Source: an optimization exercise on an open RTL-to-GDS flow (aim: small area and a short achievable clock period). Production flows keep margins and buffers that such runs may drop.
The RTL was checked by simulation tests, not by an equivalence proof against the original design.
Power figures rest on the tool's default switching activity, not on a simulated workload.

==> flow/flow/run.sh <==
#!/bin/bash
# Standard layout, with timing repair aiming at a shorter period than the
# clock it is built at (repair_timing -setup_margin), so that gate sizing and
# buffering work on the paths that set the achieved period.
set -euo pipefail
bash standard.sh SETUP_SLACK_MARGIN=12 finish > standard_flow.log 2>&1
==> flow/standard.sh <==
#!/bin/bash
# synth_recipe.tcl (not shown) runs the flow's synth.tcl, then flattens the netlist and writes it again
# the make line also repeats each setting of config.mk as NAME=value (left out here)
make -C /OpenROAD-flow-scripts/flow DESIGN_CONFIG=/design/flow/config.mk WORK_HOME=/design/flow/orfs CLKGATE_MAP_FILE= SYNTH_SCRIPT=/design/flow/synth_recipe.tcl "${@:-finish}"
==> flow/config.mk <==
export PLATFORM = sky130hd
export DESIGN_NAME = mips
export DESIGN_NICKNAME = mips
export VERILOG_FILES = /design/flow/design.v
export SDC_FILE = /design/flow/constraint.sdc
export NUM_CORES = 4
export LEC_CHECK = 0
export CAP_MARGIN = 20
export CORE_MARGIN = 2
export CORE_UTILIZATION = 40
export SLEW_MARGIN = 20
==> flow/constraint.sdc <==
create_clock -name core_clock -period 18.0 [get_ports {clk}]
set_input_delay 3.6000 -clock core_clock [delete_from_list [all_inputs] [get_ports {clk}]]
set_output_delay 3.6000 -clock core_clock [all_outputs]
set_load 0.01 [all_outputs]
==> flow/design.v <==
`timescale 1ns / 1ps
module mips(
    input clk,
    input reset,
    input [31:0] PrRData,
    input [7:2] HWInt,
    output [31:0] PrAddr,
    output [31:0] PrWData,
    output [3:0] PrMask,
    output PrWrite,
    output [31:0] InstrAddr,
    input [31:0] InstrData,
    output [31:0] DmAddr,
    output [31:0] DmWData,
    output [3:0] DmBE,
    output DmWrite,
    input [31:0] DmRData
    );
    reg  [31:0] PC_F;
    reg  [31:0] PC4_D, I_D;
    reg  [31:0] A_E, B_E, I_E;
    reg  [4:0]  sh_amt_E;
    reg         a_imm_E, a_fwM_E, a_fwW_E, b_imm_E, b_fwM_E, b_fwW_E;
    reg         r_sub_E, r_slt_E, r_sltu_E, r_and_E, r_or_E, r_xor_E, r_nor_E;
    reg         r_sll_E, r_srl_E, r_sra_E, r_rot_E, r_pass_E, r_hi_E, r_lo_E;
    reg         E_toWrite, E_Unready, E_load;
    reg  [4:0]  E_Addr;
    reg         E_rw;
    reg  [4:0]  E_wa;
    reg         E_st, E_sth, E_stw;
    reg         E_ld, E_ldh, E_ldw, E_ldsx;
    reg         md_busy_E, md_mul_E, md_sgn_E, md_acc_E, md_sub_E, md_div_E, md_mthi_E, md_mtlo_E;
    reg  [31:0] Res_M, Data_M;
    reg         M_toWrite, M_Unready;
    reg  [4:0]  M_Addr;
    reg         M_rw;
    reg  [4:0]  M_wa;
    reg         DmWrite_M, PrWrite_M, acc_M;
    reg  [3:0]  BE_M;
    reg         M_sth, M_stw;
    reg         M_ld, M_ldh, M_ldw, M_ldsx;
    reg  [31:0] WD_W;
    reg         W_rw;
    reg  [4:0]  W_wa;
    reg  [31:0] gr [1:31];
    reg  [31:0] sr, epc;
    reg         c_bd;
    reg  [5:0]  c_ip;
    reg         c_sw;
    reg  [31:0] Hi, Lo;
    reg  [3:0]  cnt;
    reg         fin;
    reg  [31:0] mA, mB;
    reg  [32:0] mW;
    reg  [33:0] m3;
    reg  [34:0] m5, m7;
    reg  [2:0]  Lx;
    reg         s_div, s_sgn, s_sub, s_nq, s_nr;
    wire [5:0] op = I_D[31:26];
    wire [5:0] fn = I_D[5:0];
    wire [4:0] rs = I_D[25:21];
    wire [4:0] rt = I_D[20:16];
    wire [4:0] rd = I_D[15:11];
    wire [4:0] sa = I_D[10:6];
    wire opR   = op == 6'b000000;
    wire opSP2 = op == 6'b011100;
    wire opCP0 = op == 6'b010000;
    wire opRI  = op == 6'b000001;
    wire nz    = |I_D;
    wire f_add  = fn == 6'b100000, f_addu = fn == 6'b100001;
    wire f_sub  = fn == 6'b100010, f_subu = fn == 6'b100011;
    wire f_and  = fn == 6'b100100, f_or   = fn == 6'b100101;
    wire f_xor  = fn == 6'b100110, f_nor  = fn == 6'b100111;
    wire f_slt  = fn == 6'b101010, f_sltu = fn == 6'b101011;
    wire f_sll  = fn == 6'b000000, f_srl  = fn == 6'b000010, f_sra  = fn == 6'b000011;
    wire f_sllv = fn == 6'b000100, f_srlv = fn == 6'b000110, f_srav = fn == 6'b000111;
    wire f_jr   = fn == 6'b001000, f_jalr = fn == 6'b001001;
    wire f_mfhi = fn == 6'b010000, f_mthi = fn == 6'b010001;
    wire f_mflo = fn == 6'b010010, f_mtlo = fn == 6'b010011;
    wire f_mult = fn == 6'b011000, f_multu= fn == 6'b011001;
    wire f_div  = fn == 6'b011010, f_divu = fn == 6'b011011;
    wire f_brk  = fn == 6'b001101;
    wire i_ori  = op == 6'b001101, i_xori = op == 6'b001110, i_andi = op == 6'b001100;
    wire i_addi = op == 6'b001000, i_addiu= op == 6'b001001;
    wire i_slti = op == 6'b001010, i_sltiu= op == 6'b001011, i_lui = op == 6'b001111;
    wire i_lw   = op == 6'b100011, i_lh   = op == 6'b100001, i_lhu = op == 6'b100101;
    wire i_lb   = op == 6'b100000, i_lbu  = op == 6'b100100;
    wire i_sw   = op == 6'b101011, i_sh   = op == 6'b101001, i_sb  = op == 6'b101000;
    wire i_beq  = op == 6'b000100, i_bne  = op == 6'b000101;
    wire i_bgtz = op == 6'b000111, i_blez = op == 6'b000110;
    wire i_j    = op == 6'b000010, i_jal  = op == 6'b000011;
    wire i_bgez = opRI & (rt == 5'b00001);
    wire i_bltz = opRI & (rt == 5'b00000);
    wire i_jr    = opR & f_jr;
    wire i_jalr  = opR & f_jalr;
    wire i_mfc0  = opCP0 & (rs == 5'b00000);
    wire i_mtc0  = opCP0 & (rs == 5'b00100);
    wire i_eret  = opCP0 & !(rs == 5'b00000) & !(rs == 5'b00100) & (fn == 6'b011000);
    wire i_brk   = opR & f_brk;
    wire cal_i  = i_addi | i_addiu | i_lui | i_slti | i_sltiu | i_ori | i_andi | i_xori;
    wire load   = i_lw | i_lh | i_lb | i_lhu | i_lbu;
    wire store  = i_sw | i_sh | i_sb;
    wire md_R   = f_mflo | f_mfhi | f_mtlo | f_mthi | f_mult | f_multu | f_div | f_divu;
    wire useMD  = (opR & md_R) | (opSP2 & (fn == 6'b000000 | fn == 6'b000100 | fn == 6'b000001 | fn == 6'b000101 | fn == 6'b000010));
    wire alr    = i_jalr;
    wire al     = i_jal;
    wire cal_rd = opR & !f_jalr & nz & (!md_R | f_mfhi | f_mflo);
    wire cal_rt = cal_i | i_mfc0;
    wire toW    = alr | al | cal_rd | cal_rt | load;
    wire [4:0] cAddr = (alr | cal_rd) ? rd : (al ? 5'd31 : rt);
    wire needRs = i_bgtz | i_blez | i_beq | i_bne | i_bgez | i_bltz | i_jr | i_jalr;
    wire needRt = i_beq | i_bne | i_mtc0;
    wire noReg  = i_j | i_jal | i_lui | (opR & (f_mfhi | f_mflo));
    wire singRs = i_bgtz | i_blez | (opR & (f_jr | f_jalr | f_mthi | f_mtlo)) | cal_i | load | i_bgez | i_bltz;
    wire singRt = (opR & (f_sll | f_sra | f_srl)) | i_mtc0;
    wire readRs = !singRt & !noReg;
    wire readRt = !singRs & !noReg;
    wire rw = (opR & (f_add | f_addu | f_sub | f_subu | f_jalr | (f_sll & nz) | f_srl | f_sra |
                      f_sllv | f_srlv | f_srav | f_and | f_or | f_xor | f_nor | f_slt | f_sltu |
                      f_mfhi | f_mflo)) |
              i_mfc0 | cal_i | load | i_jal;
    wire [4:0] wa = i_jal ? 5'd31 : (opR ? rd : rt);
    wire [1023:0] gflat;
    assign gflat[31:0] = 32'b0;
    genvar gi;
    generate
        for (gi = 1; gi < 32; gi = gi + 1) begin : g_flat
            assign gflat[gi*32 +: 32] = gr[gi];
        end
    endgenerate
    wire [31:0] gr1 = gflat[rs*32 +: 32];
    wire [31:0] gr2 = gflat[rt*32 +: 32];
    wire byp1 = W_rw & (rs == W_wa) & (rs != 5'd0);
    wire byp2 = W_rw & (rt == W_wa) & (rt != 5'd0);
    wire [31:0] RData1 = byp1 ? WD_W : gr1;
    wire [31:0] RData2 = byp2 ? WD_W : gr2;
    wire rs_hitE = (rs != 5'd0) & E_toWrite & (rs == E_Addr);
    wire rs_hitM = (rs != 5'd0) & M_toWrite & (rs == M_Addr);
    wire rt_hitE = (rt != 5'd0) & E_toWrite & (rt == E_Addr);
    wire rt_hitM = (rt != 5'd0) & M_toWrite & (rt == M_Addr);
    wire E_MDBusy = (cnt != 4'd0) | md_busy_E;
    wire stall_rs = readRs & (rs_hitE ? (E_Unready & (needRs | E_load)) : (rs_hitM & M_Unready & needRs));
    wire stall_rt = readRt & (rt_hitE ? (E_Unready & (needRt | E_load)) : (rt_hitM & M_Unready & needRt));
    wire Stall = stall_rs | stall_rt | (useMD & E_MDBusy);
    wire fs1 = readRs & (rs_hitE ? !E_Unready : (rs_hitM & !M_Unready));
    wire fs2 = readRt & (rt_hitE ? !E_Unready : (rt_hitM & !M_Unready));
    wire [31:0] F1 = rs_hitE ? I_E : Res_M;
    wire [31:0] F2 = rt_hitE ? I_E : Res_M;
    wire [31:0] Rd1 = fs1 ? F1 : RData1;
    wire [31:0] CPRData;
    wire [31:0] Rd2 = i_mfc0 ? CPRData : (fs2 ? F2 : RData2);
    wire eq   = Rd1 == Rd2;
    wire r1z  = Rd1 == 32'b0;
    wire r1n  = Rd1[31];
    wire taken = (i_beq & eq) | (i_bne & !eq) | (i_bgtz & !r1n & !r1z) | (i_blez & (r1n | r1z)) |
                 (i_bgez & !r1n) | (i_bltz & r1n);
    wire jmp  = i_j | i_jal | i_jr | i_jalr;
    wire nPCSel_D = jmp | taken;
    wire [31:0] sext = {{16{I_D[15]}}, I_D[15:0]};
    wire [31:0] btarget = PC4_D + {sext[29:0], 2'b00};
    wire [31:0] nPCAlt_D = (i_jr | i_jalr) ? Rd1 :
                           ((i_j | i_jal) ? {PC4_D[31:28], I_D[25:0], 2'b00} : btarget);
    wire Exc   = ((|(HWInt & sr[15:10])) | i_brk) & !sr[1] & sr[0];
    wire ERet  = i_eret;
    wire ExcStall = Exc | ERet;
    wire [31:0] cause = {c_bd, 15'b0, c_ip, 4'b0, c_sw, 2'b0, c_sw, 2'b0};
    assign CPRData = (rd == 5'd12) ? sr : (rd == 5'd13) ? cause : (rd == 5'd14) ? epc : 32'b0;
    always @(posedge clk) begin
        if (reset) begin
            sr <= 0; epc <= 0; c_bd <= 0; c_ip <= 0; c_sw <= 0;
        end else if (Exc) begin
            c_bd <= nPCSel_D;
            epc <= nPCSel_D ? PC_F - 32'd4 : PC_F;
            sr[1] <= 1'b1;
            c_ip <= HWInt;
            c_sw <= i_brk;
        end else if (ERet) begin
            sr[1] <= 1'b0;
        end else if (i_mtc0) begin
            if (rd == 5'd12) sr <= Rd2;
            if (rd == 5'd14) epc <= Rd2;
        end
    end
    wire [31:0] PC4_F = PC_F + 32'd4;
    wire [31:0] nPC = Exc ? 32'h0000_4180 : (ERet ? epc : (nPCSel_D ? nPCAlt_D : PC4_F));
    assign InstrAddr = PC_F;
    always @(posedge clk) begin
        if (reset)
            PC_F <= 32'h0000_3000;
        else if (!Stall | ExcStall)
            PC_F <= nPC;
    end
    always @(posedge clk) begin
        if (reset)
            I_D <= 0;
        else if (ExcStall)
            I_D <= 0;
        else if (!Stall)
            I_D <= InstrData;
        if (ExcStall | !Stall)
            PC4_D <= PC4_F;
    end
    wire link   = i_jal | i_jalr;
    wire sh_imm = opR & (f_sll | f_srl | f_sra);
    wire sx_imm = i_addi | i_addiu | i_slti | i_sltiu | load | store;
    wire [31:0] I_next = link ? PC4_D + 32'd4 :
                         i_lui ? {I_D[15:0], 16'b0} :
                         sh_imm ? {27'b0, sa} :
                         sx_imm ? sext : {16'b0, I_D[15:0]};
    wire d_sub  = opR & (f_sub | f_subu);
    wire d_slt  = (opR & f_slt) | i_slti;
    wire d_sltu = (opR & f_sltu) | i_sltiu;
    wire d_and  = (opR & f_and) | i_andi;
    wire d_or   = (opR & f_or) | i_ori;
    wire d_xor  = (opR & f_xor) | i_xori;
    wire d_nor  = opR & f_nor;
    wire d_sll  = opR & ((f_sll & nz) | f_sllv);
    wire d_srl  = opR & ((f_srl & (rs == 5'd0)) | (f_srlv & (sa == 5'd0)));
    wire d_rot  = opR & ((f_srl & (rs != 5'd0)) | (f_srlv & (sa != 5'd0)));
    wire d_sra  = opR & (f_sra | f_srav);
    wire d_pass = i_mfc0 | link | i_lui;
    wire d_mfhi = opR & f_mfhi;
    wire d_mflo = opR & f_mflo;
    wire d_aimm = sh_imm;
    wire d_bimm = cal_i | load | store | link;
    wire m_mult = opR & f_mult, m_multu = opR & f_multu;
    wire m_madd = opSP2 & (fn == 6'b000000 | fn == 6'b000001);
    wire m_msub = opSP2 & (fn == 6'b000100 | fn == 6'b000101);
    wire m_div  = opR & (f_div | f_divu);
    wire m_mthi = opR & f_mthi, m_mtlo = opR & f_mtlo;
    wire m_start = m_mult | m_multu | m_madd | m_msub | m_div | m_mthi | m_mtlo | d_mfhi | d_mflo;
    always @(posedge clk) begin
        A_E <= Rd1;
        B_E <= Rd2;
        I_E <= I_next;
        if (reset | Stall) begin
            a_imm_E <= 0; a_fwM_E <= 0; a_fwW_E <= 0; b_imm_E <= 0; b_fwM_E <= 0; b_fwW_E <= 0;
            r_sub_E <= 0; r_slt_E <= 0; r_sltu_E <= 0; r_and_E <= 0; r_or_E <= 0; r_xor_E <= 0; r_nor_E <= 0;
            r_sll_E <= 0; r_srl_E <= 0; r_sra_E <= 0; r_rot_E <= 0; r_pass_E <= 0; r_hi_E <= 0; r_lo_E <= 0;
            E_toWrite <= 0; E_Unready <= 0; E_load <= 0; E_Addr <= 0; E_rw <= 0; E_wa <= 0;
            E_st <= 0; E_sth <= 0; E_stw <= 0; E_ld <= 0; E_ldh <= 0; E_ldw <= 0; E_ldsx <= 0;
            md_busy_E <= 0; md_mul_E <= 0; md_sgn_E <= 0; md_acc_E <= 0; md_sub_E <= 0; md_div_E <= 0;
            md_mthi_E <= 0; md_mtlo_E <= 0;
        end else begin
            a_imm_E <= d_aimm;
            a_fwM_E <= rs_hitE;
            a_fwW_E <= !rs_hitE & rs_hitM;
            b_imm_E <= d_bimm;
            b_fwM_E <= !i_mfc0 & rt_hitE;
            b_fwW_E <= !i_mfc0 & !rt_hitE & rt_hitM;
            r_sub_E <= d_sub | d_slt | d_sltu;
            r_slt_E <= d_slt; r_sltu_E <= d_sltu;
            r_and_E <= d_and; r_or_E <= d_or; r_xor_E <= d_xor; r_nor_E <= d_nor;
            r_sll_E <= d_sll; r_srl_E <= d_srl; r_sra_E <= d_sra; r_rot_E <= d_rot;
            r_pass_E <= d_pass; r_hi_E <= d_mfhi; r_lo_E <= d_mflo;
            E_toWrite <= toW; E_Unready <= cal_rd | cal_rt | load; E_load <= load; E_Addr <= cAddr;
            E_rw <= rw; E_wa <= wa;
            E_st <= store; E_sth <= i_sh; E_stw <= i_sw;
            E_ld <= load; E_ldh <= i_lh | i_lhu; E_ldw <= i_lw; E_ldsx <= i_lh | i_lb;
            md_busy_E <= m_mult | m_multu | m_madd | m_msub | m_div;
            md_mul_E <= m_mult | m_multu | m_madd | m_msub;
            md_sgn_E <= m_mult | (opR & f_div);
            md_acc_E <= m_madd;
            md_sub_E <= m_msub;
            md_div_E <= m_div;
            md_mthi_E <= m_mthi; md_mtlo_E <= m_mtlo;
        end
    end
    wire [31:0] fwA = a_fwM_E ? Res_M : (a_fwW_E ? WD_W : A_E);
    wire [31:0] AluA = a_imm_E ? I_E : fwA;
    wire [31:0] RT = b_fwM_E ? Res_M : (b_fwW_E ? WD_W : B_E);
    wire [31:0] AluB = b_imm_E ? I_E : RT;
    wire [32:0] sum = {1'b0, AluA} + {1'b0, AluB ^ {32{r_sub_E}}} + {32'b0, r_sub_E};
    wire lt_u = !sum[32];
    wire lt_s = (AluA[31] ^ AluB[31]) ? AluA[31] : sum[31];
    wire slt_bit = (r_slt_E & lt_s) | (r_sltu_E & lt_u);
    wire [31:0] lg = ({32{r_and_E}} & (AluA & AluB)) |
                     ({32{r_or_E}}  & (AluA | AluB)) |
                     ({32{r_xor_E}} & (AluA ^ AluB)) |
                     ({32{r_nor_E}} & ~(AluA | AluB));
    wire [4:0] s = AluA[4:0];
    wire [31:0] Bx = r_sll_E ? {AluB[0], AluB[31:1]} : AluB;
    wire [4:0] sx = r_sll_E ? ~s : s;
    wire [31:0] rt0 = sx[0] ? {Bx[0], Bx[31:1]} : Bx;
    wire [31:0] rt1 = sx[1] ? {rt0[1:0], rt0[31:2]} : rt0;
    wire [31:0] rt2 = sx[2] ? {rt1[3:0], rt1[31:4]} : rt1;
    wire [31:0] rt3 = sx[3] ? {rt2[7:0], rt2[31:8]} : rt2;
    wire [31:0] rot = sx[4] ? {rt3[15:0], rt3[31:16]} : rt3;
    wire [31:0] mR = 32'hffff_ffff >> s;
    wire [31:0] mL = 32'hffff_ffff << s;
    wire rot_big = |AluA[31:6];
    wire rot_keep = r_rot_E & !AluA[5];
    wire [31:0] msk = r_sll_E ? mL : ((rot_keep) ? 32'hffff_ffff : mR);
    wire [31:0] shres = ((r_rot_E & rot_big) ? 32'b0 : (rot & msk)) |
                        ({32{r_sra_E & AluB[31]}} & ~mR);
    wire r_sh = r_sll_E | r_srl_E | r_sra_E | r_rot_E;
    wire r_lg = r_and_E | r_or_E | r_xor_E | r_nor_E;
    wire r_cmp = r_slt_E | r_sltu_E;
    wire r_md = r_hi_E | r_lo_E;
    wire [31:0] ResE = r_md ? (r_hi_E ? Hi : Lo) :
                       r_pass_E ? AluB :
                       r_cmp ? {31'b0, slt_bit} :
                       r_lg ? lg :
                       r_sh ? shres : sum[31:0];
    wire accE = (|sum[31:15]) | (&sum[14:8]);
    wire [3:0] mskE = E_stw ? 4'b1111 : (E_sth ? 4'b0011 : 4'b0001);
    always @(posedge clk) begin
        Res_M <= ResE;
        Data_M <= RT;
        BE_M <= mskE << sum[1:0];
        acc_M <= accE;
        M_sth <= E_sth; M_stw <= E_stw;
        M_ldh <= E_ldh; M_ldw <= E_ldw; M_ldsx <= E_ldsx;
        if (reset) begin
            M_toWrite <= 0; M_Unready <= 0; M_Addr <= 0; M_rw <= 0; M_wa <= 0;
            DmWrite_M <= 0; PrWrite_M <= 0; M_ld <= 0;
        end else begin
            M_toWrite <= E_toWrite; M_Unready <= E_load; M_Addr <= E_Addr;
            M_rw <= E_rw; M_wa <= E_wa;
            DmWrite_M <= E_st & !accE;
            PrWrite_M <= E_st & accE;
            M_ld <= E_ld;
        end
    end
    assign DmAddr = Res_M;
    assign PrAddr = Res_M;
    assign DmWrite = DmWrite_M;
    assign PrWrite = PrWrite_M;
    assign DmBE = BE_M;
    assign PrWData = Data_M;
    assign PrMask = {M_stw, M_stw, M_stw | M_sth, 1'b1};
    assign DmWData = {M_stw ? Data_M[31:24] : (M_sth ? Data_M[15:8] : Data_M[7:0]),
                      M_stw ? Data_M[23:16] : Data_M[7:0],
                      (M_stw | M_sth) ? Data_M[15:8] : Data_M[7:0],
                      Data_M[7:0]};
    wire [31:0] mrd = acc_M ? PrRData : DmRData;
    wire [1:0] ba = Res_M[1:0];
    wire [31:0] msh = ba == 2'd0 ? mrd : ba == 2'd1 ? {8'b0, mrd[31:8]} :
                      ba == 2'd2 ? {16'b0, mrd[31:16]} : {24'b0, mrd[31:24]};
    wire [31:0] mext = M_ldw ? msh :
                       M_ldh ? {{16{M_ldsx & msh[15]}}, msh[15:0]} :
                               {{24{M_ldsx & msh[7]}}, msh[7:0]};
    always @(posedge clk) begin
        WD_W <= M_ld ? mext : Res_M;
        if (reset) begin
            W_rw <= 0; W_wa <= 0;
        end else begin
            W_rw <= M_rw; W_wa <= M_wa;
        end
    end
    wire [31:0] gwd = reset ? 32'b0 : WD_W;
    integer k;
    always @(posedge clk) begin
        for (k = 1; k < 32; k = k + 1)
            if (reset | (W_rw & (W_wa == k)))
                gr[k] <= gwd;
    end
    wire mul_start = md_mul_E;
    wire div_start = md_div_E & (AluB != 32'b0);
    wire run = cnt != 4'd0;
    wire mul_step = run & !s_div;
    wire div_step = run & s_div;
    wire mul_fin = fin & !s_div;
    wire div_fin = fin & s_div;
    wire [39:0] pp0 = mB[0] ? {8'b0, mA} : 40'b0;
    wire [39:0] pp1 = mB[1] ? {7'b0, mA, 1'b0} : 40'b0;
    wire [39:0] pp2 = mB[2] ? {6'b0, mA, 2'b0} : 40'b0;
    wire [39:0] pp3 = mB[3] ? {5'b0, mA, 3'b0} : 40'b0;
    wire [39:0] pp4 = mB[4] ? {4'b0, mA, 4'b0} : 40'b0;
    wire [39:0] pp5 = mB[5] ? {3'b0, mA, 5'b0} : 40'b0;
    wire [39:0] pp6 = mB[6] ? {2'b0, mA, 6'b0} : 40'b0;
    wire [39:0] pw  = {7'b0, mW};
    wire [39:0] s1 = pw ^ pp0 ^ pp1;
    wire [39:0] c1 = {((pw & pp0) | (pw & pp1) | (pp0 & pp1)), 1'b0};
    wire [39:0] s2 = pp2 ^ pp3 ^ pp4;
    wire [39:0] c2 = {((pp2 & pp3) | (pp2 & pp4) | (pp3 & pp4)), 1'b0};
    wire [39:0] s3 = s1 ^ c1 ^ s2;
    wire [39:0] c3 = {((s1 & c1) | (s1 & s2) | (c1 & s2)), 1'b0};
    wire [39:0] s4 = c2 ^ pp5 ^ pp6;
    wire [39:0] c4 = {((c2 & pp5) | (c2 & pp6) | (pp5 & pp6)), 1'b0};
    wire [39:0] s5 = s3 ^ c3 ^ s4;
    wire [39:0] c5 = {((s3 & c3) | (s3 & s4) | (c3 & s4)), 1'b0};
    wire [39:0] s6 = s5 ^ c5 ^ c4;
    wire [39:0] c6 = {((s5 & c5) | (s5 & c4) | (c5 & c4)), 1'b0};
    wire [39:0] T = s6 + c6;
    wire corr = mul_step & (cnt == 4'd5);
    wire [31:0] adP = corr ? (mA[31] ? mB : 32'b0) : {mW[28:0], Lx};
    wire [31:0] adQ = corr ? (mB[31] ? mA : 32'b0) : (s_sgn ? ~Hi : Hi);
    wire [31:0] adS = adP + adQ + {31'b0, !corr & s_sgn};
    wire dv_mul = div_step & (cnt == 4'd10);
    wire dv_stp = (div_step & (cnt != 4'd10)) | div_fin;
    wire neg_r = div_fin & s_nr;           
    wire [34:0] dX = {mW[31:0], mB[31:29]};
    wire [34:0] k1 = {3'b0, mA};
    wire [34:0] k2 = {2'b0, mA, 1'b0};
    wire [34:0] k3 = {1'b0, m3};
    wire [34:0] k4 = {1'b0, mA, 2'b0};
    wire [34:0] k5 = m5;
    wire [34:0] k6 = {m3, 1'b0};
    wire [34:0] k7 = m7;
    wire g1 = dX >= k1, g2 = dX >= k2, g3 = dX >= k3, g4 = dX >= k4;
    wire g5 = dX >= k5, g6 = dX >= k6, g7 = dX >= k7;
    wire ci = !neg_r;
    wire [34:0] S0 = dX + {35{!ci}};
    wire [34:0] S1 = dX + ~k1 + {34'b0, ci};
    wire [34:0] S2 = dX + ~k2 + {34'b0, ci};
    wire [34:0] S3 = dX + ~k3 + {34'b0, ci};
    wire [34:0] S4 = dX + ~k4 + {34'b0, ci};
    wire [34:0] S5 = dX + ~k5 + {34'b0, ci};
    wire [34:0] S6 = dX + ~k6 + {34'b0, ci};
    wire [34:0] S7 = dX + ~k7 + {34'b0, ci};
    wire h0 = !g1, h1 = g1 & !g2, h2 = g2 & !g3, h3 = g3 & !g4;
    wire h4 = g4 & !g5, h5 = g5 & !g6, h6 = g6 & !g7, h7 = g7;
    wire [31:0] dR = ({32{h0}} & S0[31:0]) | ({32{h1}} & S1[31:0]) | ({32{h2}} & S2[31:0]) |
                     ({32{h3}} & S3[31:0]) | ({32{h4}} & S4[31:0]) | ({32{h5}} & S5[31:0]) |
                     ({32{h6}} & S6[31:0]) | ({32{h7}} & S7[31:0]);
    wire [2:0] dq = {g4, (h2 | h3 | h6 | h7), (h1 | h3 | h5 | h7)};
    wire [2:0] dqm = dq - 3'd1;
    wire [31:0] qa = {mB[28:0], dq};
    wire [31:0] qm = g1 ? {mB[28:0], dqm} : {Lo[28:0], 3'b111};
    wire [1:0] tx = mB[31:30];
    wire dis1 = mA == 32'd1, dis2 = mA == 32'd2, dis3 = mA == 32'd3;
    wire [1:0] sq = dis1 ? tx : dis2 ? {1'b0, tx[1]} : dis3 ? {1'b0, &tx} : 2'b0;
    wire [1:0] tr = dis1 ? 2'b0 : dis2 ? {1'b0, tx[0]} : (dis3 & (&tx)) ? 2'b0 : tx;
    wire [31:0] sqm = (sq != 2'd0) ? {mB[29:0], sq - 2'd1} : {Lo[29:0], 2'b11};
    wire [31:0] absA = (md_sgn_E & AluA[31]) ? -AluA : AluA;
    wire [31:0] absB = (md_sgn_E & AluB[31]) ? -AluB : AluB;
    always @(posedge clk) begin
        if (reset) begin
            cnt <= 0;
            fin <= 0;
        end else begin
            fin <= cnt == 4'd1;
            if (mul_start)
                cnt <= 4'd5;
            else if (div_start)
                cnt <= 4'd10;
            else if (run)
                cnt <= cnt - 4'd1;
        end
        if (mul_start | div_start) begin
            mA <= div_start ? absB : AluA;
            mB <= div_start ? absA : AluB;
            mW <= div_start ? 33'b0 : {1'b0, md_sub_E ? ~Lo : (md_acc_E ? Lo : 32'b0)};
            s_div <= div_start;
            s_sgn <= md_sgn_E & !div_start;
            s_sub <= md_sub_E;
            s_nq <= md_sgn_E & (AluA[31] ^ AluB[31]);
            s_nr <= md_sgn_E & AluA[31];
        end else if (mul_step) begin
            mB <= {7'b0, mB[31:7]};
            mW <= T[39:7];
            Lx <= T[6:4];
        end else if (dv_mul) begin
            mB <= {mB[29:0], sq};
            mW <= {31'b0, tr};
        end else if (dv_stp) begin
            mB <= {mB[28:0], dq};
            mW <= {1'b0, dR};
        end
        if (dv_mul) begin
            m3 <= {2'b0, mA} + {1'b0, mA, 1'b0};
            m5 <= {3'b0, mA} + {1'b0, mA, 2'b0};
            m7 <= {mA, 3'b0} - {3'b0, mA};
        end
        if (reset)
            Hi <= 0;
        else if (md_mthi_E)
            Hi <= AluA;
        else if (mul_start)
            Hi <= md_sub_E ? ~Hi : (md_acc_E ? Hi : 32'b0);
        else if (corr & s_sgn)
            Hi <= adS;
        else if (mul_fin)
            Hi <= adS ^ {32{s_sub}};
        else if (div_fin)
            Hi <= s_nr ? ~dR : dR;
        if (reset)
            Lo <= 0;
        else if (md_mtlo_E)
            Lo <= AluA;
        else if (mul_step)
            Lo <= {T[3:0], Lx, Lo[31:7]};
        else if (mul_fin)
            Lo <= Lo ^ {32{s_sub}};
        else if (div_fin)
            Lo <= s_nq ? ~qm : qa;
        else if (dv_mul)
            Lo <= sqm;
        else if (dv_stp)
            Lo <= qm;
    end
endmodule
==> flow_summary.yaml, run 1 <==
timing:
  tightest_slew_ns: 1.40
  final.setup.tns_ns: 0
  hold_viol_final: 0
  finalCriticalPeriod_ns: 6.44
  fin_crit_sh: 0.358
  worst_slack_ns: 11.56
  rsz0062_at_grt: "yes"
  setup_viol: 0
  fin_skew_ns: 0.127
  fmax_mhz: 155
  relSlewSlack: 0.0617
  drv_slew: 0
yosys:
  yosysTopAreaCell: "edfxtp_1"
  synth_seq_cells: 1706
  ys_seq_area_frac: 0.373
  netlist_instances: 12400
  ys.flop_type: "edfxtp_1"
  yosysWarnings: 2
  synth_edf_count: 1230
  syn_area_um2: 125000
  ys_types: 114
  synthesis.nets: 13300
  yosys-top-cells-area: "edfxtp_1 30%, mux4_2 8.6%, dfxtp_1 7.6%"
  ys_async_sr_fraction: 0
  synth_top_area_frac: 0.297
  avgSynthCellArea_um2: 10.1
power:
  p_leak_uw: 0.0550
  vdd_drop_max_v: 0.000412
  power_density_nw_per_um2: 211
  totalPowerFinal_uw: 30200
worst_setup_path:
  arrival_ns: 7.10
  endpoint_kind: "flop"
  reg2reg_slack_ns: 11.56
  r2r_start: "mA[10]"
  worst_setup_path_startpoint: "mA[10]"
  cp.required_ns: 18.66
  critPathCapture: "mW[28]"
  critPathKind: "reg -> reg"
  r2r_end: "mW[28]"
  critPathMaxFanout: 3
  r2r_cells: 27
  worst_setup_path_start_kind: "flop"
routing:
  drt_wl_total_um: 587000
  drt-wirelength-per-cell_um: 34.7
  vias: 111000
  vias_per_cell: 6.59
  dr_wl_met2_um: 260000
  drtPass1Iterations: 7
  route.antenna.remaining_nets: 0
  drt-met1-wl_um: 195000
  drt-initial-drc-count: 15300
  drc: 0
  top_layer: "met5"
  dr_wl_met3_um: 62300
clock_network:
  cts-root-buf: "clkbuf_16"
  path_clk_slew_ns: 0.06
  clk_latency_ns: 0.96
  cts_tree: "built"
  clock_sinks: 1706
  clock_path_buffers: 4
  cts_made_buffers: 200
  cts_hold_buf: 0
  h-tree-depth: 4
layout:
  final_common_cell: "edfxtp_1"
  fin_nets: 13500
  drive_gt1_frac: 0.160
  final_cell_mix: "1230 x edfxtp_1, 1094 x nand2_1, 820 x a21oi_1, 772 x nor2_1, 673 x inv_1"
  synthToLayoutAreaGrowth_pct: 15.0
  design_area_um2: 143000
floorplanning:
  die_h_um: 562
  die_w_um: 562
  io_pins: 274
  fp.coreArea_um2: 309000
  die_area_um2: 316000
  start_util: 0.403
  rows: 204
grt:
  grt_pass1_wl_um: 813000
  antenna_found_initial: 53
  gr-usage-all-layers: 0.360
  grt_overflow_total: 0
  grt_max_degree: 79
  grt_pass1_vias: 106000
placement:
  place_area_um2: 132000
  place_ws_ns: 9.84
  io_buffer_count: 272
  routabilityCongestion: 1.09
  place_hpwl_um: 410000
status:
  status: "complete, no violations"
flow_run:
  maxCapViolations: 0
worst_hold_path:
  hp-class: "reg -> reg"
-- synthesized netlist by cell type, drive strengths merged, types with 22 or more instances --
library cell and count:
o21a 64, xor2 209, o31ai 61, xnor2 525, or3 75, a2111oi 45, a211oi 217, mux2i 456
o21ai 648, a21boi 25, nand3 210, dfxtp 476, a221oi 172, fa 199, nor4 65, o21bai 81
inv 699, a221o 30, clkbuf 563, or2 31, ha 597, nand4 90, o22ai 118, and3 83
nor2b 179, mux4 473, and2 151, o31a 23, o22a 22, a21o 235, nor2 800, o211ai 128
a311oi 41, edfxtp 1230, a31oi 126, a22oi 176, nand2 1110, buf 290, nor3 163, o221ai 31
nand2b 84, a21oi 858, mux2 180
-- layer usage --
layer,GRT usage,vias to the layer above
li1,-,46600
met5,0,-
met4,0.337,26
met3,0.0956,2566
met1,0.401,54400
met2,0.560,7714
-- critical path, stage by stage (launching register included) --
cell       delay, ns
edfxtp_1        0.49
buf_6           0.17
and2_4          0.15
fa_1            0.51
inv_1           0.05
fa_1            0.52
inv_1           0.06
fa_1            0.47
inv_1           0.05
fa_1            0.50
inv_2           0.05
ha_4            0.27
a21o_1          0.12
a21o_4          0.15
buf_12          0.10
a2111oi_4       0.03
o31a_1          0.28
buf_12          0.15
o41a_1          0.40
a21oi_4         0.24
nand4_1         0.27
a31oi_4         0.26
o21ai_2         0.08
nand2b_1        0.09
a21oi_2         0.08
xor2_1          0.25
o221ai_1        0.15
and3_1          0.26
-- registers in the layout, summed over array words and instances, names as in the netlist, 33 cells and up --
signal  count
mW         33
m7         33
gr        992
m5         34
m3         34
-- final cells by class --
type / instances / area, µm²
fillers: 29200 / 166000
inverters: 707 / 2710
clock inverters: 122 / 1110
well taps: 4120 / 5150
clock buffers: 250 / 5390
flip-flops and latches: 1706 / 46500
repair buffers: 852 / 8370
diodes: 59 / 148
multi-input cells: 9096 / 73900
-- stage by stage --
step	utilization	std cells	hold WS, ns
6_report	0.463	16900	0.328
5_1_grt	0.463	16900	0.344
4_1_cts	0.458	16800	0.329
3_5_place_dp	0.428	16300	0.319
3_3_place_gp	0.428	16300	0.312
2_1_floorplan	-	12400	0.310
-- power breakdown --
part / total, µW / switching, µW / internal (µW)
Clock: 4150 / 1850 / 2310
Sequential: 6260 / 904 / 5350
Combinational: 19800 / 11700 / 8070
Total: 30200 / 14500 / 15700
-- logic make-up (layout without fill, tap and decap cells) --
logic type | count (synthesis) | after routing | synth area share
AOI/OAI and AO/OA | 3314 | 3315 | 0.175
xor gates and xnor gates | 734 | 734 | 0.0516
adders and majority gates | 796 | 796 | 0.0919
buffers and inverters | 1561 | 1931 | 0.0521
DFF | 1706 | 1706 | 0.373
muxes | 1109 | 1109 | 0.138
other | 1 | 60 | 0.0000301
and+or+nand+nor | 3140 | 3141 | 0.118
-- timing repair --
item / in CTS / in global routing
cloned: 11 / 7
gates resized for setup: 311 / 191
setup buffers: 123 / 53
pin swaps: 39 / 33
setup endpoints to repair: 362 / 123
-- how the worst min path moves through the flow --
| stage | from | end | slack (ns) | cells after the start |
|---|---|---|---|---|
| 5_1_grt | E_ldsx | M_ldsx | 0.34 | 0 |
| 3_3_place_gp | E_ldsx | M_ldsx | 0.31 | 0 |
| 6_report | E_ldsx | M_ldsx | 0.33 | 0 |
| 3_5_place_dp | E_ldsx | M_ldsx | 0.32 | 0 |
| 2_1_floorplan | E_ldh | M_ldh | 0.31 | 0 |
| 4_1_cts | E_ldsx | M_ldsx | 0.33 | 0 |
==> run 2, diff against run 1 <==
--- a/flow/design.v
+++ b/flow/design.v
@@ -51,10 +51,9 @@
     reg  [3:0]  cnt;
     reg         fin;
     reg  [31:0] mA, mB;
-    reg  [32:0] mW;
+    reg  [33:0] mW;
     reg  [33:0] m3;
     reg  [34:0] m5, m7;
-    reg  [2:0]  Lx;
     reg         s_div, s_sgn, s_sub, s_nq, s_nr;
     wire [5:0] op = I_D[31:26];
     wire [5:0] fn = I_D[5:0];
@@ -230,7 +229,7 @@
     wire m_mthi = opR & f_mthi, m_mtlo = opR & f_mtlo;
     wire m_start = m_mult | m_multu | m_madd | m_msub | m_div | m_mthi | m_mtlo | d_mfhi | d_mflo;
     always @(posedge clk) begin
-        A_E <= Rd1;
+        A_E <= sh_imm ? {27'b0, sa} : Rd1;
         B_E <= Rd2;
         I_E <= I_next;
         if (reset | Stall) begin
@@ -243,8 +242,8 @@
             md_mthi_E <= 0; md_mtlo_E <= 0;
         end else begin
             a_imm_E <= d_aimm;
-            a_fwM_E <= rs_hitE;
-            a_fwW_E <= !rs_hitE & rs_hitM;
+            a_fwM_E <= !sh_imm & rs_hitE;
+            a_fwW_E <= !sh_imm & !rs_hitE & rs_hitM;
             b_imm_E <= d_bimm;
             b_fwM_E <= !i_mfc0 & rt_hitE;
             b_fwW_E <= !i_mfc0 & !rt_hitE & rt_hitM;
@@ -267,17 +266,20 @@
         end
     end
     wire [31:0] fwA = a_fwM_E ? Res_M : (a_fwW_E ? WD_W : A_E);
-    wire [31:0] AluA = a_imm_E ? I_E : fwA;
+    wire [31:0] AluA = fwA;
     wire [31:0] RT = b_fwM_E ? Res_M : (b_fwW_E ? WD_W : B_E);
     wire [31:0] AluB = b_imm_E ? I_E : RT;
     wire [32:0] sum = {1'b0, AluA} + {1'b0, AluB ^ {32{r_sub_E}}} + {32'b0, r_sub_E};
     wire lt_u = !sum[32];
     wire lt_s = (AluA[31] ^ AluB[31]) ? AluA[31] : sum[31];
     wire slt_bit = (r_slt_E & lt_s) | (r_sltu_E & lt_u);
-    wire [31:0] lg = ({32{r_and_E}} & (AluA & AluB)) |
-                     ({32{r_or_E}}  & (AluA | AluB)) |
-                     ({32{r_xor_E}} & (AluA ^ AluB)) |
-                     ({32{r_nor_E}} & ~(AluA | AluB));
+    wire [3:0] lut = {r_and_E | r_or_E | r_pass_E, r_or_E | r_xor_E,
+                      r_or_E | r_xor_E | r_pass_E, r_nor_E};
+    reg [31:0] lg;
+    integer li;
+    always @(*)
+        for (li = 0; li < 32; li = li + 1)
+            lg[li] = lut[{AluA[li], AluB[li]}];
     wire [4:0] s = AluA[4:0];
     wire [31:0] Bx = r_sll_E ? {AluB[0], AluB[31:1]} : AluB;
     wire [4:0] sx = r_sll_E ? ~s : s;
@@ -294,11 +296,10 @@
     wire [31:0] shres = ((r_rot_E & rot_big) ? 32'b0 : (rot & msk)) |
                         ({32{r_sra_E & AluB[31]}} & ~mR);
     wire r_sh = r_sll_E | r_srl_E | r_sra_E | r_rot_E;
-    wire r_lg = r_and_E | r_or_E | r_xor_E | r_nor_E;
+    wire r_lg = r_and_E | r_or_E | r_xor_E | r_nor_E | r_pass_E;
     wire r_cmp = r_slt_E | r_sltu_E;
     wire r_md = r_hi_E | r_lo_E;
     wire [31:0] ResE = r_md ? (r_hi_E ? Hi : Lo) :
-                       r_pass_E ? AluB :
                        r_cmp ? {31'b0, slt_bit} :
                        r_lg ? lg :
                        r_sh ? shres : sum[31:0];
@@ -362,31 +363,31 @@
     wire div_step = run & s_div;
     wire mul_fin = fin & !s_div;
     wire div_fin = fin & s_div;
-    wire [39:0] pp0 = mB[0] ? {8'b0, mA} : 40'b0;
-    wire [39:0] pp1 = mB[1] ? {7'b0, mA, 1'b0} : 40'b0;
-    wire [39:0] pp2 = mB[2] ? {6'b0, mA, 2'b0} : 40'b0;
-    wire [39:0] pp3 = mB[3] ? {5'b0, mA, 3'b0} : 40'b0;
-    wire [39:0] pp4 = mB[4] ? {4'b0, mA, 4'b0} : 40'b0;
-    wire [39:0] pp5 = mB[5] ? {3'b0, mA, 5'b0} : 40'b0;
-    wire [39:0] pp6 = mB[6] ? {2'b0, mA, 6'b0} : 40'b0;
-    wire [39:0] pw  = {7'b0, mW};
+    wire mlast = mul_fin;
+    wire sgA = s_sgn & mA[31];
+    wire [39:0] aX = {{8{sgA}}, mA};
+    wire neg1 = mlast & s_sgn & mB[1];
+    wire [39:0] pp0 = mB[0] ? aX : 40'b0;
+    wire [39:0] pp1 = mB[1] ? ({aX[38:0], 1'b0} ^ {40{neg1}}) : 40'b0;
+    wire [39:0] pp2 = mB[2] ? {aX[37:0], 2'b0} : 40'b0;
+    wire [39:0] pp3 = mB[3] ? {aX[36:0], 3'b0} : 40'b0;
+    wire [39:0] pp4 = mB[4] ? {aX[35:0], 4'b0} : 40'b0;
+    wire [39:0] pp5 = mB[5] ? {aX[34:0], 5'b0} : 40'b0;
+    wire [39:0] pw  = {{6{mW[33]}}, mW};
+    wire [39:0] ph  = mlast ? {6'b0, Hi, 2'b0} : 40'b0;
     wire [39:0] s1 = pw ^ pp0 ^ pp1;
-    wire [39:0] c1 = {((pw & pp0) | (pw & pp1) | (pp0 & pp1)), 1'b0};
+    wire [39:0] c1 = {((pw & pp0) | (pw & pp1) | (pp0 & pp1)), neg1};
     wire [39:0] s2 = pp2 ^ pp3 ^ pp4;
     wire [39:0] c2 = {((pp2 & pp3) | (pp2 & pp4) | (pp3 & pp4)), 1'b0};
     wire [39:0] s3 = s1 ^ c1 ^ s2;
     wire [39:0] c3 = {((s1 & c1) | (s1 & s2) | (c1 & s2)), 1'b0};
-    wire [39:0] s4 = c2 ^ pp5 ^ pp6;
-    wire [39:0] c4 = {((c2 & pp5) | (c2 & pp6) | (pp5 & pp6)), 1'b0};
+    wire [39:0] s4 = c2 ^ pp5 ^ ph;
+    wire [39:0] c4 = {((c2 & pp5) | (c2 & ph) | (pp5 & ph)), 1'b0};
     wire [39:0] s5 = s3 ^ c3 ^ s4;
     wire [39:0] c5 = {((s3 & c3) | (s3 & s4) | (c3 & s4)), 1'b0};
     wire [39:0] s6 = s5 ^ c5 ^ c4;
     wire [39:0] c6 = {((s5 & c5) | (s5 & c4) | (c5 & c4)), 1'b0};
     wire [39:0] T = s6 + c6;
-    wire corr = mul_step & (cnt == 4'd5);
-    wire [31:0] adP = corr ? (mA[31] ? mB : 32'b0) : {mW[28:0], Lx};
-    wire [31:0] adQ = corr ? (mB[31] ? mA : 32'b0) : (s_sgn ? ~Hi : Hi);
-    wire [31:0] adS = adP + adQ + {31'b0, !corr & s_sgn};
     wire dv_mul = div_step & (cnt == 4'd10);
     wire dv_stp = (div_step & (cnt != 4'd10)) | div_fin;
     wire neg_r = div_fin & s_nr;           
@@ -441,22 +442,21 @@
         if (mul_start | div_start) begin
             mA <= div_start ? absB : AluA;
             mB <= div_start ? absA : AluB;
-            mW <= div_start ? 33'b0 : {1'b0, md_sub_E ? ~Lo : (md_acc_E ? Lo : 32'b0)};
+            mW <= div_start ? 34'b0 : {2'b0, md_sub_E ? ~Lo : (md_acc_E ? Lo : 32'b0)};
             s_div <= div_start;
             s_sgn <= md_sgn_E & !div_start;
             s_sub <= md_sub_E;
             s_nq <= md_sgn_E & (AluA[31] ^ AluB[31]);
             s_nr <= md_sgn_E & AluA[31];
         end else if (mul_step) begin
-            mB <= {7'b0, mB[31:7]};
-            mW <= T[39:7];
-            Lx <= T[6:4];
+            mB <= {6'b0, mB[31:6]};
+            mW <= T[39:6];
         end else if (dv_mul) begin
             mB <= {mB[29:0], sq};
-            mW <= {31'b0, tr};
+            mW <= {32'b0, tr};
         end else if (dv_stp) begin
             mB <= {mB[28:0], dq};
-            mW <= {1'b0, dR};
+            mW <= {2'b0, dR};
         end
         if (dv_mul) begin
             m3 <= {2'b0, mA} + {1'b0, mA, 1'b0};
@@ -469,10 +469,8 @@
             Hi <= AluA;
         else if (mul_start)
             Hi <= md_sub_E ? ~Hi : (md_acc_E ? Hi : 32'b0);
-        else if (corr & s_sgn)
-            Hi <= adS;
         else if (mul_fin)
-            Hi <= adS ^ {32{s_sub}};
+            Hi <= T[33:2] ^ {32{s_sub}};
         else if (div_fin)
             Hi <= s_nr ? ~dR : dR;
         if (reset)
@@ -480,9 +478,9 @@
         else if (md_mtlo_E)
             Lo <= AluA;
         else if (mul_step)
-            Lo <= {T[3:0], Lx, Lo[31:7]};
+            Lo <= {T[5:0], Lo[31:6]};
         else if (mul_fin)
-            Lo <= Lo ^ {32{s_sub}};
+            Lo <= {T[1:0], Lo[31:2]} ^ {32{s_sub}};
         else if (div_fin)
             Lo <= s_nq ? ~qm : qa;
         else if (dv_mul)
==> run 2 against run 1 <==
  * First-iteration DRC count up 11%
  * Synthesized cell count fell by 2.5%
  * Final area down 1.5%
  * Critical endpoint is now mW[29]
==> flow_summary.yaml, run 2 <==
yosys:
  netlist_instances: 12000
  synthSimpleGateAreaFrac: 0.121
  ys_async_sr_fraction: 0
  yosysWarnings: 2
  yosys.area_share.adder: 0.0863
  syn_area_um2: 122000
  synthesis.nets: 12900
  synth_seq_cells: 1703
  ys.flop_type: "edfxtp_1"
  synth_xor_area_frac: 0.0519
  ys_seq_area_frac: 0.379
  synth_top_area_frac: 0.301
  synth_edf_count: 1228
  yosysTopAreaCell: "edfxtp_1"
  avgSynthCellArea_um2: 10.2
  ys_top_cells_by_count: "1228 x edfxtp_1, 1039 x nand2_1, 831 x nor2_1, 763 x a21oi_1, 599 x inv_1"
  synth-compound-area-share: 0.173
  yosysMostFrequentCell: "edfxtp_1"
  synth_top_family_by_area: "compound AO/OA/AOI/OAI gates"
  yosys-top-cells-area: "edfxtp_1 30%, mux4_2 7.9%, dfxtp_1 7.8%"
  ys_types: 106
  synthMuxAreaShare: 0.140
worst_setup_path:
  worst_setup_path_start_kind: "flop"
  path_buf_inv: 3
  path_common_cell: "fa_1"
  slowest_stage: "fa_1"
  arrival_ns: 7.13
  reg2reg_slack_ns: 11.44
  r2r_cells: 25
  critical-path-max-stage-delay_ns: 0.51
  worst_setup_path_startpoint: "s_div"
  cp.required_ns: 18.56
  path_depth: 25
  endpoint_kind: "flop"
  critical-path-top-delay-family: "adder cells"
  critPathMaxFanout: 11
  r2r_start: "s_div"
  critPathKind: "reg -> reg"
floorplanning:
  die_h_um: 557
  io_pins: 274
  die_area_um2: 310000
  die_w_um: 557
  fp.coreArea_um2: 305000
  start_util: 0.401
  rows: 203
layout:
  design_area_um2: 141000
  synthToLayoutAreaGrowth_pct: 15.4
  top_register: "gr"
  utilization: 0.463
  fin_nets: 13100
  final_cell_mix: "1228 x edfxtp_1, 1023 x nand2_1, 806 x nor2_1, 741 x a21oi_1, 584 x inv_1"
  final_cell_count_no_fill: 16500
  final_common_cell: "edfxtp_1"
  largest_register_ffs: 992
  drive_gt1_frac: 0.160
power:
  totalPowerFinal_uw: 31000
  power_density_nw_per_um2: 219
  p_leak_uw: 0.0541
  vdd_drop_max_v: 0.000465
timing:
  finalCriticalPeriod_ns: 6.56
  drv_slew: 0
  rsz0062_at_grt: "yes"
  fin_crit_sh: 0.365
  tightest_slew_ns: 1.37
  fmax_mhz: 152
  setup_viol: 0
  relSlewSlack: 0.0828
  fin_skew_ns: 0.116
  hold_viol_final: 0
  final.setup.tns_ns: 0
routing:
  drc: 0
  drt_wl_total_um: 588000
  vias_per_cell: 6.69
  vias: 111000
  route.antenna.remaining_nets: 0
  drt-initial-drc-count: 17000
  drt-wirelength-per-cell_um: 35.5
  drtPass1Iterations: 9
grt:
  antenna_found_initial: 34
  grt_pass1_wl_um: 810000
  gr-usage-all-layers: 0.365
  grt_overflow_total: 0
  grt_pass1_vias: 105000
  grt_max_degree: 99
worst_hold_path:
  hp-class: "reg -> reg"
  hp-start: "E_ldw"
  min_path_cells: 0
clock_network:
  clk_latency_ns: 0.93
  clock_sinks: 1703
  h-tree-depth: 4
  path_clk_slew_ns: 0.06
  cts_tree: "built"
  cts_made_buffers: 201
  clock_path_buffers: 4
  cts-root-buf: "clkbuf_16"
  cts_hold_buf: 0
status:
  status: "complete, no violations"
flow_run:
  maxCapViolations: 0
placement:
  io_buffer_count: 272
  place_area_um2: 130000
  routabilityCongestion: 1.07
  place_inst: 16000
  place_hpwl_um: 411000
[run 2: cell types whose count changed after synthesis, moves of 70 or more]
| cell | delta |
|---|---|
| o21ai_0 | -100 |
| ha_1 | -96 |
| inv_1 | -94 |
| a21oi_1 | -93 |
| nand2_1 | -70 |
[run 2: area by class of cell]
| cell class | instances | area (µm²) |
|---|---|---|
| tap | 4100 | 5130 |
| inverter | 615 | 2360 |
| clock buffer | 260 | 5410 |
| fill | 28100 | 164000 |
| antenna | 18 | 45.0 |
| sequential | 1703 | 46500 |
| timing repair buffer | 830 | 8160 |
| multi-input combinational | 8913 | 72400 |
| clock inverter | 103 | 1140 |
[run 2: timing repair]
| item | in CTS | in global routing |
|---|---|---|
| buffers inserted | 86 | 52 |
| setup endpoints to repair | 514 | 142 |
| pin swaps | 66 | 91 |
| resized for setup | 295 | 181 |
| gates cloned | 10 | 8 |
[run 2: per-layer routing]
metal | vias to the layer above | share of wire | global-route usage
li1 | 45700 | - | -
met5 | - | 0.00022 | 0
met3 | 2008 | 0.12 | 0.0921
met2 | 8289 | 0.42 | 0.530
met4 | 20 | 0.086 | 0.253
met1 | 54600 | 0.37 | 0.475
[run 2: worst reg2reg max path, cell delays in order, from the launching register on]
cell	delay [ns]
edfxtp_1	0.44
nor2b_4	0.22
nand2_8	0.13
buf_16	0.18
xnor2_1	0.12
and2_1	0.18
fa_1	0.51
inv_1	0.05
fa_1	0.48
fa_1	0.51
inv_1	0.05
fa_1	0.43
ha_1	0.37
o21a_1	0.22
nor2_1	0.24
or4_4	0.24
nor2_4	0.04
a211oi_4	0.29
o21ai_2	0.14
o41ai_2	0.40
o21ba_2	0.19
o22ai_2	0.09
or2_2	0.29
xor2_1	0.16
a22oi_1	0.17
o21ai_1	0.09
[run 2: metrics by stage]
step | worst slack, ns | hold slack (ns)
finish | 11.44 | 0.313
global route | 11.21 | 0.319
CTS | 11.48 | 0.302
detailed placement | 9.92 | 0.322
global placement | 9.98 | 0.321
floorplan | 11.84 | 0.310
[run 2: final timing paths]
path / endpoint
max: mW[29]
min: M_ldw
max reg2reg: mW[29]
min reg2reg: M_ldw
[run 2: cell families after synthesis]
| kind of cell | count (synthesis) |
|---|---|
| AO/OA/AOI/OAI | 3163 |
| flip-flops | 1703 |
| adder cells (fa/ha/maj) | 715 |
| XOR/XNOR | 725 |
| other | 1 |
| multiplexers | 1145 |
| AND/OR/NAND/NOR | 3162 |
| buffers and inverters | 1432 |
[run 2: report_power, final]
part           switching (µW)  total, µW  internal [µW]  leakage, µW
registers                 914       6240           5320       0.0163
clock network            1800       4220           2420      0.00317
logic                   12000      20500           8510       0.0346
==> run 3, diff against run 2 <==
==> flow/flow/run.sh (replaced) <==
#!/bin/bash
# Standard layout, with timing repair aiming at a shorter period than the
# clock it is built at (repair_timing -setup_margin), so that gate sizing and
# buffering work on the paths that set the achieved period.
set -euo pipefail
bash standard.sh SETUP_SLACK_MARGIN=12.5 finish > standard_flow.log 2>&1
==> run 3 against run 2 <==
  * Clock power is 2% lower
  * First-iteration DRC count is 5.5% lower
  * Register-to-register slack better by 0.02 ns
  * Sequential cell count stayed put
  * Count of clock-buffer cells in the layout is 3 higher
  * Die area stayed put
  * Critical path depth is 2 higher
  * Worst hold slack better by 0.017 ns
  * Sequential power is 0.6% lower
  * Critical path type unchanged
  * Highest routed layer unchanged
==> flow_summary.yaml, run 3 <==
worst_setup_path:
  cp.required_ns: 18.56
  critPathKind: "reg -> reg"
  r2r_cells: 27
  worst_setup_path_start_kind: "flop"
  arrival_ns: 7.10
  endpoint_kind: "flop"
  critPathMaxFanout: 6
clock_network:
  h-tree-depth: 4
  clock_path_buffers: 4
  path_clk_slew_ns: 0.06
  clk_latency_ns: 0.92
  cts_made_buffers: 200
  clock_sinks: 1703
  cts_tree: "built"
  cts_hold_buf: 0
  cts-root-buf: "clkbuf_16"
routing:
  drtPass1Iterations: 8
  drt-initial-drc-count: 16000
  drc: 0
  drt_wl_total_um: 601000
  drt-wirelength-per-cell_um: 35.8
  route.antenna.remaining_nets: 0
  vias: 112000
  vias_per_cell: 6.65
floorplanning:
  die_h_um: 557
  die_area_um2: 310000
  fp.coreArea_um2: 305000
  io_pins: 274
  die_w_um: 557
  rows: 203
  start_util: 0.401
yosys:
  synth_edf_count: 1228
  ys_seq_area_frac: 0.379
  netlist_instances: 12000
  avgSynthCellArea_um2: 10.2
  ys_types: 106
  yosysTopAreaCell: "edfxtp_1"
  synthesis.nets: 12900
  syn_area_um2: 122000
  ys_top_cells_by_count: "1228 x edfxtp_1, 1039 x nand2_1, 831 x nor2_1, 763 x a21oi_1, 599 x inv_1"
  synth_seq_cells: 1703
  ys.flop_type: "edfxtp_1"
  ys_async_sr_fraction: 0
  yosys-top-cells-area: "edfxtp_1 30%, mux4_2 7.9%, dfxtp_1 7.8%"
  synth_top_area_frac: 0.301
  yosysWarnings: 2
  yosysMostFrequentCell: "edfxtp_1"
worst_hold_path:
  min_path_cells: 0
  hp-class: "reg -> reg"
layout:
  top_register: "gr"
  final_cell_count_no_fill: 16800
  synthToLayoutAreaGrowth_pct: 18.7
  largest_register_ffs: 992
  fin_nets: 13300
  final_common_cell: "edfxtp_1"
  final_cell_mix: "1228 x edfxtp_1, 1019 x nand2_1, 799 x nor2_1, 717 x a21oi_1, 588 x buf_4"
  drive_gt1_frac: 0.195
timing:
  fmax_mhz: 153
  final.setup.tns_ns: 0
  relSlewSlack: 0.162
  fin_skew_ns: 0.125
  drv_slew: 0
  tightest_slew_ns: 1.25
  rsz0062_at_grt: "yes"
  setup_viol: 0
  hold_viol_final: 0
  fin_crit_sh: 0.364
  worst_slack_ns: 11.45
  finalCriticalPeriod_ns: 6.55
power:
  power_density_nw_per_um2: 233
  vdd_drop_max_v: 0.000466
  totalPowerFinal_uw: 33800
  p_leak_uw: 0.0561
placement:
  io_buffer_count: 272
  place_hpwl_um: 413000
  place_ws_ns: 10.28
  routabilityCongestion: 1.05
  place_inst: 16000
grt:
  gr-usage-all-layers: 0.373
  grt_max_degree: 91
  grt_pass1_wl_um: 823000
  grt_overflow_total: 0
  antenna_found_initial: 26
  grt_pass1_vias: 106000
status:
  status: "complete, no violations"
flow_run:
  maxCapViolations: 0
-- run 3: changes by cell type in the layout (fill, tap and decap cells not counted), moves of 24 or more --
cell,previous run,this run
buf_4,456,588
dfxtp_1,436,373
clkdlybuf4s50_1,262,182
dfxtp_2,22,49
buf_6,25,106
dlygate4sd2_1,2,55
a21oi_1,741,717
o21ai_0,473,449
dfxtp_4,17,53
-- run 3: routing by layer --
| layer | vias up | wire length, µm | GRT usage |
|---|---|---|---|
| li1 | 46100 | - | - |
| met1 | 55300 | 220000 | 0.474 |
| met2 | 8133 | 255000 | 0.552 |
| met3 | 1985 | 73200 | 0.0962 |
| met4 | 24 | 52100 | 0.260 |
| met5 | - | 288 | 0.00340 |
-- run 3: per-stage QoR --
stage	util	cell area (µm²)	hold slack (ns)
6_report	0.476	145000	0.330
2_1_floorplan	-	123000	0.310
3_5_place_dp	0.428	131000	0.318
5_1_grt	0.476	145000	0.341
4_1_cts	0.466	142000	0.332
3_3_place_gp	0.428	131000	0.317
-- run 3: final timing paths --
kind,startpoint,to,slack [ns]
min reg2reg,E_ldw,M_ldw,0.33
max,s_div,mW[32],11.45
max reg2reg,s_div,mW[32],11.45
min,E_ldw,M_ldw,0.33
-- run 3: timing repair --
action | 4_1_cts | 5_1_grt
hold endpoints to repair | 0 | 0
resized for setup | 790 | 357
setup endpoints to repair | 786 | 226
pin swaps | 110 | 162
buffers inserted | 210 | 151
cloned | 24 | 10
-- run 3: cell families after synthesis --
logic type               synth area share
adder cells (fa/ha/maj)            0.0863
flip-flops                          0.379
other                           0.0000307
buffers and inverters              0.0486
multiplexers                        0.140
XOR/XNOR                           0.0519
AND/OR/NAND/NOR                     0.121
AO/OA/AOI/OAI                       0.173
-- run 3: worst max-delay path, cell delays in order, from the launching register on --
cell,delay [ns]
edfxtp_1,0.44
nor2b_4,0.26
nand2_8,0.09
buf_12,0.17
buf_12,0.13
xnor2_2,0.12
and2_4,0.14
fa_1,0.49
inv_2,0.04
fa_1,0.46
fa_1,0.51
fa_1,0.53
inv_2,0.05
ha_4,0.23
a21oi_4,0.14
o21bai_2,0.10
o311a_1,0.33
o41a_1,0.48
o211ai_1,0.23
buf_4,0.19
nand4_1,0.12
o2111ai_2,0.13
and4b_2,0.32
a21oi_4,0.09
a31oi_4,0.23
o21ai_2,0.07
xnor2_1,0.13
nor2_1,0.06
-- run 3: layout make-up --
| type | instances | area, µm² |
|---|---|---|
| diodes | 15 | 37.5 |
| clock buffers | 263 | 5410 |
| clock inverters | 92 | 942 |
| fillers | 27900 | 160000 |
| inverters | 615 | 2370 |
| multi-input cells | 8912 | 73800 |
| flip-flops and latches | 1703 | 46600 |
| well taps | 4100 | 5130 |
| repair buffers | 1068 | 10800 |
| repair inverters | 1 | 7.51 |
-- run 3: power breakdown --
| part | switching [µW] | leakage, µW | total [µW] | internal, µW |
|---|---|---|---|---|
| clock network | 1790 | 0.00309 | 4130 | 2340 |
| registers | 853 | 0.0163 | 6200 | 5340 |
| logic | 13300 | 0.0367 | 23500 | 10200 |
| total | 16000 | 0.0561 | 33800 | 17900 |
==> run 4, diff against run 3 <==
--- a/flow/design.v
+++ b/flow/design.v
@@ -50,6 +50,7 @@
     reg  [31:0] Hi, Lo;
     reg  [3:0]  cnt;
     reg         fin;
+    reg         nrow;
     reg  [31:0] mA, mB;
     reg  [33:0] mW;
     reg  [33:0] m3;
@@ -366,23 +367,23 @@
     wire mlast = mul_fin;
     wire sgA = s_sgn & mA[31];
     wire [39:0] aX = {{8{sgA}}, mA};
-    wire neg1 = mlast & s_sgn & mB[1];
+    wire neg1 = nrow & mB[1];
     wire [39:0] pp0 = mB[0] ? aX : 40'b0;
-    wire [39:0] pp1 = mB[1] ? ({aX[38:0], 1'b0} ^ {40{neg1}}) : 40'b0;
+    wire [39:0] pp1 = mB[1] ? ({aX[38:0], 1'b0} ^ {40{nrow}}) : 40'b0;
     wire [39:0] pp2 = mB[2] ? {aX[37:0], 2'b0} : 40'b0;
     wire [39:0] pp3 = mB[3] ? {aX[36:0], 3'b0} : 40'b0;
     wire [39:0] pp4 = mB[4] ? {aX[35:0], 4'b0} : 40'b0;
     wire [39:0] pp5 = mB[5] ? {aX[34:0], 5'b0} : 40'b0;
     wire [39:0] pw  = {{6{mW[33]}}, mW};
     wire [39:0] ph  = mlast ? {6'b0, Hi, 2'b0} : 40'b0;
-    wire [39:0] s1 = pw ^ pp0 ^ pp1;
-    wire [39:0] c1 = {((pw & pp0) | (pw & pp1) | (pp0 & pp1)), neg1};
+    wire [39:0] s1 = pw ^ pp0 ^ pp5;
+    wire [39:0] c1 = {((pw & pp0) | (pw & pp5) | (pp0 & pp5)), neg1};
     wire [39:0] s2 = pp2 ^ pp3 ^ pp4;
     wire [39:0] c2 = {((pp2 & pp3) | (pp2 & pp4) | (pp3 & pp4)), 1'b0};
     wire [39:0] s3 = s1 ^ c1 ^ s2;
     wire [39:0] c3 = {((s1 & c1) | (s1 & s2) | (c1 & s2)), 1'b0};
-    wire [39:0] s4 = c2 ^ pp5 ^ ph;
-    wire [39:0] c4 = {((c2 & pp5) | (c2 & ph) | (pp5 & ph)), 1'b0};
+    wire [39:0] s4 = c2 ^ pp1 ^ ph;
+    wire [39:0] c4 = {((c2 & pp1) | (c2 & ph) | (pp1 & ph)), 1'b0};
     wire [39:0] s5 = s3 ^ c3 ^ s4;
     wire [39:0] c5 = {((s3 & c3) | (s3 & s4) | (c3 & s4)), 1'b0};
     wire [39:0] s6 = s5 ^ c5 ^ c4;
@@ -430,8 +431,10 @@
         if (reset) begin
             cnt <= 0;
             fin <= 0;
+            nrow <= 0;
         end else begin
             fin <= cnt == 4'd1;
+            nrow <= (cnt == 4'd1) & !s_div & s_sgn;
             if (mul_start)
                 cnt <= 4'd5;
             else if (div_start)
==> run 4 against run 3 <==
  * Sequential share of layout area about the same
  * Register-to-register slack better by 0.79 ns
  * Maximum frequency up 13%
  * Clock power hardly changed
  * Die area increased by 0.36%
  * Clock skew up 0.012 ns
  * Worst setup slack better by 0.75 ns
  * Wire length shrank 0.33%
  * Worst hold slack improved by 0.0066 ns
  * Largest power group unchanged
  * Highest routed layer unchanged
==> flow_summary.yaml, run 4 <==
grt:
  antenna_found_initial: 39
  grt_pass1_wl_um: 818000
  grt_max_degree: 83
  gr-usage-all-layers: 0.369
  grt_overflow_total: 0
floorplanning:
  rows: 203
  die_area_um2: 311000
  die_w_um: 558
  fp.coreArea_um2: 306000
  io_pins: 274
status:
  status: "complete, no violations"
worst_setup_path:
  r2r_end: "Hi[27]"
  critPathCapture: "DmWData[8]"
  r2r_cells: 25
  critPathMaxFanout: 5
  arrival_ns: 2.19
  critPathKind: "reg -> out"
  cp.required_ns: 14.40
  worst_setup_path_start_kind: "flop"
  r2r_start: "mB[0]"
layout:
  fin_nets: 13300
  synthToLayoutAreaGrowth_pct: 18.1
  multi_input_area_um2: 73900
  top_register: "gr"
  drive_gt1_frac: 0.188
  largest_register_ffs: 992
yosys:
  yosysTopAreaCell: "edfxtp_1"
  synthesis.nets: 13000
  yosysMostFrequentCell: "edfxtp_1"
  netlist_instances: 12100
  synth_edf_count: 1228
  yosysWarnings: 2
  synth_seq_cells: 1704
  avgSynthCellArea_um2: 10.1
  synth_top_area_frac: 0.300
  yosys-top-cells-area: "edfxtp_1 30%, dfxtp_1 7.8%, mux4_2 7.6%"
  ys_seq_area_frac: 0.378
routing:
  drt-wirelength-per-cell_um: 35.6
  vias_per_cell: 6.69
  drt_wl_total_um: 599000
  drtPass1Iterations: 8
  route.antenna.remaining_nets: 0
power:
  seqPwrFrac: 0.194
  p_int_uw: 16700
  vdd_drop_max_v: 0.000455
  power_density_nw_per_um2: 221
  combPwrFrac: 0.677
  power_frac_clock: 0.129
  switching_share: 0.479
  power.switching_uw: 15300
clock_network:
  path_clk_slew_ns: 0.06
  clk_latency_ns: 0.98
  h-tree-depth: 4
  clock_path_buffers: 4
  cts_tree: "built"
  cts_made_buffers: 193
timing:
  fin_crit_sh: 0.322
  rsz0062_at_grt: "yes"
  fin_skew_ns: 0.137
  final.setup.tns_ns: 0
  setup_viol: 0
  relSlewSlack: 0.164
  tightest_slew_ns: 1.25
  drv_slew: 0
  hold_slack_ns: 0.336
worst_hold_path:
  hp-class: "reg -> reg"
  min_path_cells: 0
placement:
  routabilityCongestion: 1.06
  io_buffer_count: 272
  place_hpwl_um: 408000
flow_run:
  maxCapViolations: 0
run 4: changes by cell type after synthesis, sizes merged, moves of 20 or more:
cell / previous run / this run
a221oi: 121 / 172
a22oi: 179 / 159
clkbuf: 533 / 580
mux2i: 503 / 569
o21ai: 559 / 582
nor3: 219 / 243
a211oi: 215 / 192
or2: 26 / 49
buf: 284 / 256
nand2b: 102 / 75
a31oi: 92 / 118
o22ai: 122 / 90
run 4: stage by stage:
stage | util | instance area, µm² | setup WS [ns] | total power, µW | cells
final | 0.474 | 145000 | 12.21 | 32000 | 16800
after global routing | 0.474 | 145000 | 12.05 | 33400 | 16800
after CTS | 0.465 | 142000 | 12.11 | 29500 | 16600
after detailed placement | 0.429 | 131000 | 10.19 | 23200 | 16100
after global placement | 0.429 | 131000 | 10.01 | 23100 | 16100
after floorplan | - | 123000 | 11.89 | 17300 | 12100
run 4: area by class of cell:
type | count | share of cell area
clock buffer | 238 | 0.0356
inverter | 624 | 0.0166
multi-input combinational | 8983 | 0.510
antenna | 39 | 0.000673
timing repair inverter | 2 | 0.0000863
timing repair buffer | 999 | 0.0721
tap | 4100 | 0.0354
clock inverter | 113 | 0.00834
sequential | 1704 | 0.321
run 4: worst min path at each step:
stage / endpoint / start
finish: M_ldw / E_ldw
global route: M_ldw / E_ldw
CTS: M_ldw / E_ldw
detailed placement: M_ldh / E_ldh
global placement: M_ldsx / E_ldsx
floorplan: M_ldh / E_ldh
run 4: cell families (layout without fill, tap and decap cells):
kind of cell,after synthesis,count (layout),share of synthesized area
flops,1704,1704,0.378
compound gates,3140,3140,0.171
fa+ha+maj,725,725,0.0873
simple gates,3216,3218,0.124
xor+xnor,708,708,0.0507
mux,1191,1191,0.141
other cells,1,40,0.0000305
buf+inv,1460,1976,0.0478
run 4: critical path, stage by stage, from the launching register on:
cell      delay (ns)
dfxtp_4         0.35
buf_12          0.13
nor2_4          0.18
buf_6           0.14
buf_4           0.10
mux2_2          0.32
clkbuf_2        0.14
run 4: timing repair:
item / CTS / global route
setup buffers: 166 / 117
pin swaps: 105 / 143
gates cloned: 31 / 14
hold buffers: 0 / 0
resized for setup: 701 / 379
endpoints found under the setup margin: 756 / 435
run 4: layer usage:
metal | vias to the layer above | track usage | part of all wire
li1 | 46200 | - | -
met1 | 55600 | 0.469 | 0.37
met2 | 8485 | 0.529 | 0.41
met3 | 2043 | 0.118 | 0.13
met4 | 18 | 0.258 | 0.086
met5 | - | 0 | 0.00019
run 4: power by group through the flow:
stage | logic, µW | clock network, µW | registers, µW
finish | 21700 | 4140 | 6210
global route | 22900 | 4280 | 6230
detailed placement | 16900 | 0 | 6280
floorplan | 11400 | 0 | 5830
CTS | 19200 | 4130 | 6150
global placement | 16900 | 0 | 6250

[afterwards: timing with drivers on the ports]
The flow's constraints put no driver on any port. The routed layouts listed below were extracted and timed again, unchanged, in two steps. Step 1 sets driving cells, clkbuf_16 on the clock port and buf_2 on the other inputs (assumed; they add their load-dependent delay and slew). Step 2 also shifts input and output timing later by t, the mid clock arrival at the registers, as if the neighbouring blocks saw the same clock. a / b / c = ideal / step 1 / step 2; a / b = the first two.
run | t, ns | setup slack, ns
run 1 | 1.027 | 11.559 / 11.559 / 11.147
run 2 | 0.960 | 11.436 / 11.436 / 11.005
run 3 | 0.986 | 11.453 / 11.453 / 11.453
run 4 | 1.030 | 12.207 / 12.081 / 11.497
After both steps every run listed still meets setup and hold.
